This is an optimization exercise on Yosys and OpenROAD, whose aim is small area and a short achievable clock period, not a production implementation.
The RTL was checked by simulation tests, not by an equivalence proof against the original design.
Power figures rest on the tool's default switching activity, not on a simulated workload.

Setup of build 40:
Design processor, start of the top module:
module processor(clk,reset,instr,PC,opcode,rd_index,rs_index,rt_index,shamt,constant,address,rd_value,rs_value,rt_value,low_out,high_out,SR);
input clk,reset;
input [15:0] instr;
output [7:0] PC;
output [3:0] opcode;
output [2:0] rd_index, rs_index, rt_index, shamt;
output [5:0] constant;
output [8:0] address;
output [15:0] rd_value,rs_value,rt_value,low_out,high_out,SR;
control_unit cal1(instr,opcode,rd_index,rs_index,rt_index,shamt,constant,address);
wire [3:0] op = opcode;
reg [7:0] pc;
reg [15:0] R [0:7];
reg [15:0] RAM [0:7];
reg [31:0] ps, pc2;    
reg [3:0] flags_q;
wire op_r    = ~op[3];                  
wire op_rs   = ~(op[3] & op[2]);        
wire is_sw   = (op == 4'd11);
wire is_mul  = (op == 4'd3);
wire wr_en   = ~(is_mul | (op[3] & (op[2] | (op[1] & op[0]))));
reg [15:0] rs_v, rt_v, st_v;
integer i;
always @(*) begin
	rs_v = 16'd0;
	rt_v = 16'd0;
	st_v = 16'd0;
	for (i = 0; i < 8; i = i + 1) begin
		rs_v = rs_v | (R[i] & {16{op_rs & (rs_index == i)}});
		rt_v = rt_v | (R[i] & {16{op_r & (rt_index == i)}});
		st_v = st_v | (R[i] & {16{rd_index == i}});
	end
end
assign rs_value = rs_v;
assign rt_value = rt_v;
  ...
export LEC_CHECK = 0
export CAP_MARGIN = 20
export CORE_MARGIN = 2
export CORE_UTILIZATION = 55
export SETUP_SLACK_MARGIN = 1.5
export SLEW_MARGIN = 20
create_clock -name core_clock -period 8.5 [get_ports {clk}]
standard.sh (not shown) runs the stock make flow with config.mk's settings and CLKGATE_MAP_FILE= SYNTH_SCRIPT=/design/flow/synth_recipe.tcl, a recipe that flattens the netlist after the stock synthesis.
==> flow/flow/run.sh <==
#!/bin/bash
# The standard layout (standard.sh), with one change: the port buffers that
# global placement inserts on every input and output are buf_1 cells instead
# of the resizer's default pick (clkdlybuf4s50_1, a delay cell).
set -euo pipefail
export BUFFER_PORTS_ARGS="-buffer_cell sky130_fd_sc_hd__buf_1"
bash standard.sh > standard.log 2>&1
Build 40: done, clean on timing, DRC and antenna
[inputs] build 79 vs build 40
# build 40
export LEC_CHECK = 0
export CAP_MARGIN = 20
export CORE_MARGIN = 2
export CORE_UTILIZATION = 55
export SETUP_SLACK_MARGIN = 1.5
export SLEW_MARGIN = 20
create_clock -name core_clock -period 8.5 [get_ports {clk}]
# build 79
export LEC_CHECK = 0
export CAP_MARGIN = 20
export CORE_MARGIN = 2
export CORE_UTILIZATION = 40
export SLEW_MARGIN = 20
create_clock -name core_clock -period 8.5 [get_ports {clk}]
==> flow/flow/run.sh <==
#!/bin/bash
# The standard layout (standard.sh), with two changes: buf_4 port buffers,
# and no adder-cell mapping (extract_fa) in synthesis, so ABC maps adders.
set -euo pipefail
export BUFFER_PORTS_ARGS="-buffer_cell sky130_fd_sc_hd__buf_4"
export ADDER_MAP_FILE=
bash standard.sh > standard.log 2>&1
Notes after the runs:
Comparing build 79 and build 40, sequential power is higher on build 79.
Relative to build 40, utilization decreased by 20 points in build 79.
Higher clock-buffer cell count among build 79 and build 40: build 79
Build 79 ends up with a power share of the sequential group that is 2.5 points lower than in build 40.
As of build 79, routed wire length had risen by more than 10% compared to build 40.
Diff build 79..build 40 | flip-flop and latch count after synthesis | unchanged
Per the comparison of build 79 with build 40, number of standard cells after synthesis moved up, buffer and inverter count on the worst path moved down.
Compared with build 40, build 79 shows a higher total die area.
For final estimated routing congestion in global placement, dividing the value from build 79 by the value from build 40 gives 1.05.
Here is what was changed in the inputs of build 7 compared with build 79.
# build 79
export LEC_CHECK = 0
export CAP_MARGIN = 20
export CORE_MARGIN = 2
export CORE_UTILIZATION = 40
export SLEW_MARGIN = 20
create_clock -name core_clock -period 8.5 [get_ports {clk}]
# build 7
export LEC_CHECK = 0
export CAP_MARGIN = 20
export CORE_MARGIN = 2
export CORE_UTILIZATION = 60
export SLEW_MARGIN = 20
create_clock -name core_clock -period 8.5 [get_ports {clk}]
==> flow/flow/run.sh <==
#!/bin/bash
# The standard layout (standard.sh), with one change: the port buffers that
# global placement inserts on every input and output are buf_1 cells instead
# of the resizer's default pick (clkdlybuf4s50_1, a delay cell).
set -euo pipefail
export BUFFER_PORTS_ARGS="-buffer_cell sky130_fd_sc_hd__buf_1"
bash standard.sh > standard.log 2>&1
Re flip-flop and latch share of the layout cell area: build 79 and build 7 aren't equal, and the lower value belongs to build 79. Build 7: no failed stages, no open violations at the end. In build 7 the slack of the critical path turned out 190 ps lower than in build 79. Largest family of logic cells by synthesized area = compound AO/OA/AOI/OAI gates: build 79; largest family of logic cells by synthesized area = adder cells: build 7. Die area of build 7 falls short of that of build 79 by more than a quarter. Compared with build 79, build 7 shows a lower clock power. Sort build 79 and build 7 by first-iteration DRC count, ascending, and build 79 comes first.
Edits applied to the flow inputs when going from build 7 to build 49:
# build 7
export LEC_CHECK = 0
export CAP_MARGIN = 20
export CORE_MARGIN = 2
export CORE_UTILIZATION = 60
export SLEW_MARGIN = 20
create_clock -name core_clock -period 8.5 [get_ports {clk}]
# build 49
export LEC_CHECK = 0
export CAP_MARGIN = 20
export CORE_MARGIN = 2
export CORE_UTILIZATION = 55
export SETUP_SLACK_MARGIN = 1.0
export SLEW_MARGIN = 20
create_clock -name core_clock -period 8.5 [get_ports {clk}]
==> flow/flow/run.sh <==
#!/bin/bash
# The standard layout (standard.sh), with one change: the port buffers that
# global placement inserts on every input and output are buf_2 cells instead
# of the resizer's default pick (clkdlybuf4s50_1, a delay cell).
set -euo pipefail
export BUFFER_PORTS_ARGS="-buffer_cell sky130_fd_sc_hd__buf_2"
bash standard.sh > standard.log 2>&1
Notes after the runs:
Build 49: no failed stages, no open violations at the end. Build 49 vs. build 7: cell count went up about 3.2%; maximum vdd ir drop +about 36%; number of clock buffers inserted by TritonCTS went up 2.7%. Diff build 7..build 49 | combinational share of power | negligible. Build 7 → build 49: max capacitance violation total essentially unchanged; total design power increased about 3%; area enclosed by the die boundary increased 4200 um2. Density: build 49 sparser than build 7. Slowest cell on the critical path = sky130_fd_sc_hd__fa_1: build 7; slowest cell on the critical path = sky130_fd_sc_hd__a211oi_2: build 49. Worst hold slack: build 49 vs build 7, no meaningful difference. Build 49 vs. build 7: number of clock-tree buffers in the layout went down by about 14%.
#### Input delta (build 91 over build 49)
# build 49
export LEC_CHECK = 0
export CAP_MARGIN = 20
export CORE_MARGIN = 2
export CORE_UTILIZATION = 55
export SETUP_SLACK_MARGIN = 1.0
export SLEW_MARGIN = 20
create_clock -name core_clock -period 8.5 [get_ports {clk}]
# build 91
export LEC_CHECK = 0
export ABC_AREA = 1
export CAP_MARGIN = 20
export CORE_MARGIN = 2
export CORE_UTILIZATION = 40
export SLEW_MARGIN = 20
create_clock -name core_clock -period 8.5 [get_ports {clk}]
==> flow/flow/run.sh <==
#!/bin/bash
# The standard layout (standard.sh), with one change: the port buffers that
# global placement inserts on every input and output are buf_4 cells instead
# of the resizer's default pick (clkdlybuf4s50_1, a delay cell).
set -euo pipefail
export BUFFER_PORTS_ARGS="-buffer_cell sky130_fd_sc_hd__buf_4"
bash standard.sh > standard.log 2>&1
==> results.txt <==
Comparing final setup slack of the worst path for build 91 and build 49, the smaller number came from build 91. Compare build 91 and build 49 | floorplan die area higher: build 91. Going from build 49 to build 91, multi-input combinational gate total grew by more than a quarter. Comparing clock skew for build 91 and build 49, the smaller number came from build 91. Build 91 vs build 49, largest family of logic cells by synthesized area: simple AND/OR/NAND/NOR gates vs adder cells. Between build 91 and build 49, it is build 91 whose share of the yosys chip area belonging to registers is lower, by 2.1 points. Diff build 91..build 49 | number of input and output port buffers inserted | unchanged. Relative to build 49, sequential share of layout area has decreased by 1.5 points in build 91. Power density over cell area sits lower in build 91 than in build 49. NOTE final cell count build 49->build 91 increased by more than a quarter.

==> port drivers added, routing unchanged <==
The flow's constraints put no driver on any port. The routed layouts listed below were extracted and timed again, unchanged, in two steps.
Step 1 (the two cells are an assumption about what drives the block):
set clk [get_ports {clk}]
set_driving_cell -lib_cell sky130_fd_sc_hd__clkbuf_16 $clk
set_driving_cell -lib_cell sky130_fd_sc_hd__buf_2 [delete_from_list [all_inputs] $clk]
Step 2 also shifts input and output timing later by t, the mid clock arrival at the registers, as if the neighbouring blocks saw the same clock.
Three values: ideal ports, drivers, drivers and shift; two values: the first two.
run | t, ns | setup WS [ns] | worst hold slack (ns) | slew at the worst register clock pin (ns)
build 40 | 0.652 | 1.023 / 0.947 / 0.947 | 0.476 / 0.476 / 0.476 | 0.07 / 0.07
build 79 | 0.631 | 0.357 / 0.334 / 0.334 | 0.478 / 0.478 / 0.478 | 0.06 / 0.06
build 7 | 0.654 | 0.163 / 0.130 / 0.130 | 0.482 / 0.482 / 0.482 | 0.06 / 0.06
build 49 | 0.639 | 0.909 / 0.788 / 0.788 | 0.481 / 0.481 / 0.481 | 0.07 / 0.07
build 91 | 0.651 | 0.468 / 0.444 / 0.444 | 0.474 / 0.474 / 0.474 | 0.06 / 0.06
After both steps setup and hold are still met in every run listed. The setup slack of build 49, which loses most, moves by -0.121 ns with the drivers and by -0.121 ns with both steps.
